Background: an optimization exercise with open tools, aiming at small area and a short achievable clock period. Do not read the settings as production practice. The RTL was checked by simulation tests, not by an equivalence proof against the original design. Power figures rest on the tool's default switching activity, not on a simulated workload.

==> flow/design.v (excerpt) <==
module mac5 #(parameter WIDTH=32)
   (input logic [(WIDTH/2)-1:0] a,
    input logic [(WIDTH/2)-1:0] b,
    input logic               clk, reset,
    output logic [WIDTH-1:0]  out);
   logic [15:0] ra;
   logic [7:0] bneg, bone, btwo;
   logic rb15;
   wire [16:0] bx = {b, 1'b0};
   logic f;
   logic q2_0_0;
   logic q2_1_0;
   logic q2_2_0;
   logic q2_3_0;
   logic q2_3_1;
   logic q2_3_2;
   logic q2_4_0;
   logic q2_4_1;
   logic q2_5_0;
   logic q2_5_1;
   logic q2_6_0;
   logic q2_6_1;
   logic q2_7_0;
   logic q2_7_1;
   logic q2_8_0;
   logic q2_8_1;
   logic q2_9_0;
   logic q2_9_1;
   logic q2_10_0;
   logic q2_10_1;
   logic q2_11_0;
   logic q2_11_1;
   logic q2_11_2;
   logic q2_11_3;
   logic q2_12_0;
   logic q2_12_1;
   logic q2_12_2;
   logic q2_13_0;
   logic q2_13_1;
   logic q2_13_2;
   logic q2_14_0;
   logic q2_14_1;
   logic q2_14_2;
   logic q2_15_0;
   logic q2_15_1;
   logic q2_15_2;
   logic q2_16_0;
   logic q2_16_1;
   logic q2_16_2;
   logic q2_16_3;
   logic q2_17_0;
   logic q2_17_1;
   logic q2_17_2;
   logic q2_17_3;
   logic q2_18_0;
   logic q2_18_1;
   logic q2_18_2;
   logic q2_18_3;
   logic q2_19_0;
   logic q2_19_1;
   logic q2_19_2;
   logic q2_19_3;
   logic q2_20_0;
   logic q2_20_1;
   logic q2_20_2;
   logic q2_20_3;
   logic q2_21_0;
   logic q2_21_1;
   logic q2_21_2;
   logic q2_21_3;
   logic q2_22_0;
   logic q2_22_1;
   logic q2_23_0;
   logic q2_23_1;
   logic q2_23_2;
   logic q2_24_0;
   logic q2_24_1;
   logic q2_24_2;
   logic q2_25_0;
   logic q2_25_1;
  ...
Size in the first run: about 970 cells after synthesis, ~210 flip-flops.
clock: 7.0 ns
lec_check: 0
abc_clock_period_in_ps: 1000
cap_margin: 20
core_margin: 2
core_utilization: 40
setup_slack_margin: 4.5
slew_margin: 20
synth_hierarchical: 1
synth_minimum_keep_size: 0
standard.sh (not shown) runs the stock make flow with config.mk's settings and CLKGATE_MAP_FILE= SYNTH_SCRIPT=/design/flow/synth_recipe.tcl, a recipe that flattens the netlist after the stock synthesis.
==> flow/flow/run.sh <==
#!/bin/bash
# Standard layout, with port buffers of a plain buffer cell, sizing not held to
# the cells' footprints, and a clock tree without dummy loads.
bash standard.sh MATCH_CELL_FOOTPRINT=0 \
  BUFFER_PORTS_ARGS="-buffer_cell sky130_fd_sc_hd__buf_1" \
  CTS_ARGS="-sink_clustering_enable -repair_clock_nets -dont_use_dummy_load -sink_clustering_size 30 -sink_clustering_max_diameter 60" \
  finish > standard.log 2>&1
The baseline completed without violations.
Rerun with:
Settings changed: CAP_MARGIN 20 to 10, SLEW_MARGIN 20 to 10, TNS_END_PERCENT from default to 5.
Result: Clock-buffer cell count grows by 1; power shrinks by about 0.4%; routed wire length shrinks by about 1.8%; cell area shrinks by 0.80%.
Rerun with:
--- a/flow/flow/run.sh
+++ b/flow/flow/run.sh
@@ -6 +6 @@
-  CTS_ARGS="-sink_clustering_enable -repair_clock_nets -dont_use_dummy_load -sink_clustering_size 30 -sink_clustering_max_diameter 60" \
+  CTS_ARGS="-sink_clustering_enable -repair_clock_nets -dont_use_dummy_load -sink_clustering_size 30 -sink_clustering_max_diameter 60 -root_buf sky130_fd_sc_hd__clkbuf_16 -buf_list {sky130_fd_sc_hd__clkbuf_4 sky130_fd_sc_hd__clkbuf_8 sky130_fd_sc_hd__clkbuf_16}" \
Settings changed: CAP_MARGIN 10 to 20, SLEW_MARGIN 10 to 20, TNS_END_PERCENT 5 to default.
The changed run went through all stages and came out clean.
First-iteration DRC count shrinks by 5.4%.
Cell area grows by 0.80%.
Power grows by 0.42%.
Setup slack is better by 0.039 ns.
Utilization grows by 0.35 points.
Clock-buffer cell count shrinks by 1.
Register-to-register slack is better by 0.04 ns.
Fmax grows by 1.6%.
Sequential power is about the same.
Flip-flop and latch count is unchanged.
Synthesized area stays the same.

## sierra
mac5, a different RTL version from the one above (not shown whole).
Size in the first run: roughly 220 flip-flops, about 66 I/O pins, about 12,000 µm² of cells after synthesis.
==> flow/config.mk <==
export PLATFORM = sky130hd
export DESIGN_NAME = mac5
export DESIGN_NICKNAME = mac5
export VERILOG_FILES = /design/flow/design.v
export SDC_FILE = /design/flow/constraint.sdc
export NUM_CORES = 4
export LEC_CHECK = 0
export ABC_CLOCK_PERIOD_IN_PS = 1000
export CAP_MARGIN = 20
export CORE_MARGIN = 2
export CORE_UTILIZATION = 40
export SETUP_SLACK_MARGIN = 4.5
export SLEW_MARGIN = 20
export SYNTH_HIERARCHICAL = 1
export SYNTH_MINIMUM_KEEP_SIZE = 0
==> flow/constraint.sdc <==
create_clock -name core_clock -period 7.0 [get_ports {clk}]
set_input_delay 1.4000 -clock core_clock [delete_from_list [all_inputs] [get_ports {clk}]]
set_output_delay 1.4000 -clock core_clock [all_outputs]
set_load 0.01 [all_outputs]
==> flow/flow/run.sh <==
#!/bin/bash
# Standard layout, with port buffers of a plain buffer cell, sizing not held to
# the cells' footprints, and a clock tree without dummy loads.
bash standard.sh MATCH_CELL_FOOTPRINT=0 \
  BUFFER_PORTS_ARGS="-buffer_cell sky130_fd_sc_hd__buf_2" \
  CTS_ARGS="-sink_clustering_enable -repair_clock_nets -dont_use_dummy_load -sink_clustering_size 30 -sink_clustering_max_diameter 60" \
  finish > standard.log 2>&1
### sierra -> yarrow
diff --git a/flow/config.mk b/flow/config.mk
--- a/flow/config.mk
+++ b/flow/config.mk
@@ -11,3 +11,3 @@
 export CORE_UTILIZATION = 40
-export SETUP_SLACK_MARGIN = 4.5
+export SETUP_SLACK_MARGIN = 4.6
 export SLEW_MARGIN = 20
--- outcome ---
Taking yarrow as 1.0, sierra lands at 0.941 on count of nets after finishing. In the metrics for yarrow and sierra, the one carrying the lower final worst hold slack is sierra. Compared with sierra, in yarrow worst setup slack +0.043 ns, wire length of the first global-routing pass +1.2%. yarrow against sierra: fill cell total of the finished layout saw a decrease, share of the final layout cell area in multi-input gates saw a decrease, detail-routed net length per standard cell saw a decrease, number of buffers added by the clock tree synthesis step saw a decrease. A timing startpoint of the critical path of btwo[2] is what yarrow shows, while out[17] belongs to sierra. Number of non-filler instances in the completed layout was higher in the run labelled yarrow. For sierra, the topmost layer with routed signal wires was met5, unlike yarrow, where it was met4. Final worst-path cycle share (yarrow over sierra): decrease, 0.62 points.
Input changes introduced in ember (baseline for comparison: yarrow):
diff --git a/flow/config.mk b/flow/config.mk
--- a/flow/config.mk
+++ b/flow/config.mk
@@ -11,3 +11,3 @@
 export CORE_UTILIZATION = 40
-export SETUP_SLACK_MARGIN = 4.6
+export SETUP_SLACK_MARGIN = 4.4
 export SLEW_MARGIN = 20
[summary]
- On global-route usage, ember and yarrow are basically level.
- Compared ember against yarrow; clock insertion delay at the later pin of the skew report within noise.
- Summary of ember over yarrow: leakage dissipation decreased 9.7%, critical path data arrival time climbed 0.17 ns, async set or reset register ratio after synthesis ~0 delta, detailed-route wire length on metal 1 down 4.6%.
- On sequential share of layout area: between ember and yarrow, it ends up higher for ember.
- Between ember and yarrow, the difference in first-pass GRT wire length is negligible.
- Going from yarrow to ember, maximum frequency shows a reduction of 4.6%, non-clock buffer count shows a reduction of 83.
- Per the final summary, ember finished and its layout is clean on timing, DRC and antenna.
Inputs modified between ember and violet:
diff --git a/flow/config.mk b/flow/config.mk
--- a/flow/config.mk
+++ b/flow/config.mk
@@ -11,3 +11,3 @@
 export CORE_UTILIZATION = 40
-export SETUP_SLACK_MARGIN = 4.4
+export SETUP_SLACK_MARGIN = 4.7
 export SLEW_MARGIN = 20
Results
Result: PASS for each of ember and violet. Changes observed in violet relative to ember: sequential share of layout area decreased 3.3 points; buffer share of cell area saw an increase; total die area has remained practically unchanged; placement-stage cell area now sits higher. Clock slew at the register clock pins of the worst setup and hold paths: violet > ember. Sort ember and violet by power consumption desc -> top: violet. Max clock group total power across ember and violet: ember. Relative to ember, met3 usage has gone down in violet. Looking at part of the total power dissipated in combinational logic, violet sits 4.9 points higher than ember does. Re clock distribution area overhead in the final layout: ember was higher than violet. ember vs violet, end point of the critical path: q2_10_0 vs q2_8_0.

==> re-timing with driven ports <==
The flow's constraints put no driver on any port. The routed layouts listed below were extracted and timed again, unchanged, in two steps. Step 1 sets driving cells, clkbuf_16 on the clock port and buf_2 on the other inputs (assumed; they add their load-dependent delay and slew). Step 2, shift: input delay + t, output delay - t, t = (earliest + latest rising clock arrival at the registers) / 2. This alone moves slack from input paths to output paths. a / b / c = ideal / step 1 / step 2; a / b = the first two.
run	t (ns)	setup WS [ns]	worst setup path after step 2	clock arrival spread, ns	cell pins on the clock port's net
the first run of note 1	0.530	4.567 / 4.516 / 4.567	register to register	0.059 / 0.059	1
the second run of note 1	0.536	4.527 / 4.508 / 4.527	register to register	0.045 / 0.045	1
the third run of note 1	0.530	4.567 / 4.516 / 4.567	register to register	0.059 / 0.059	1
sierra	0.526	4.550 / 4.505 / 4.560	register to register	0.052 / 0.052	1
yarrow	0.527	4.594 / 4.582 / 4.594	register to register	0.077 / 0.077	1
ember	0.529	4.477 / 4.477 / 4.477	register to register	0.067 / 0.067	1
violet	0.534	4.609 / 4.581 / 4.609	register to register	0.056 / 0.057	1
After both steps every run listed still meets setup and hold.
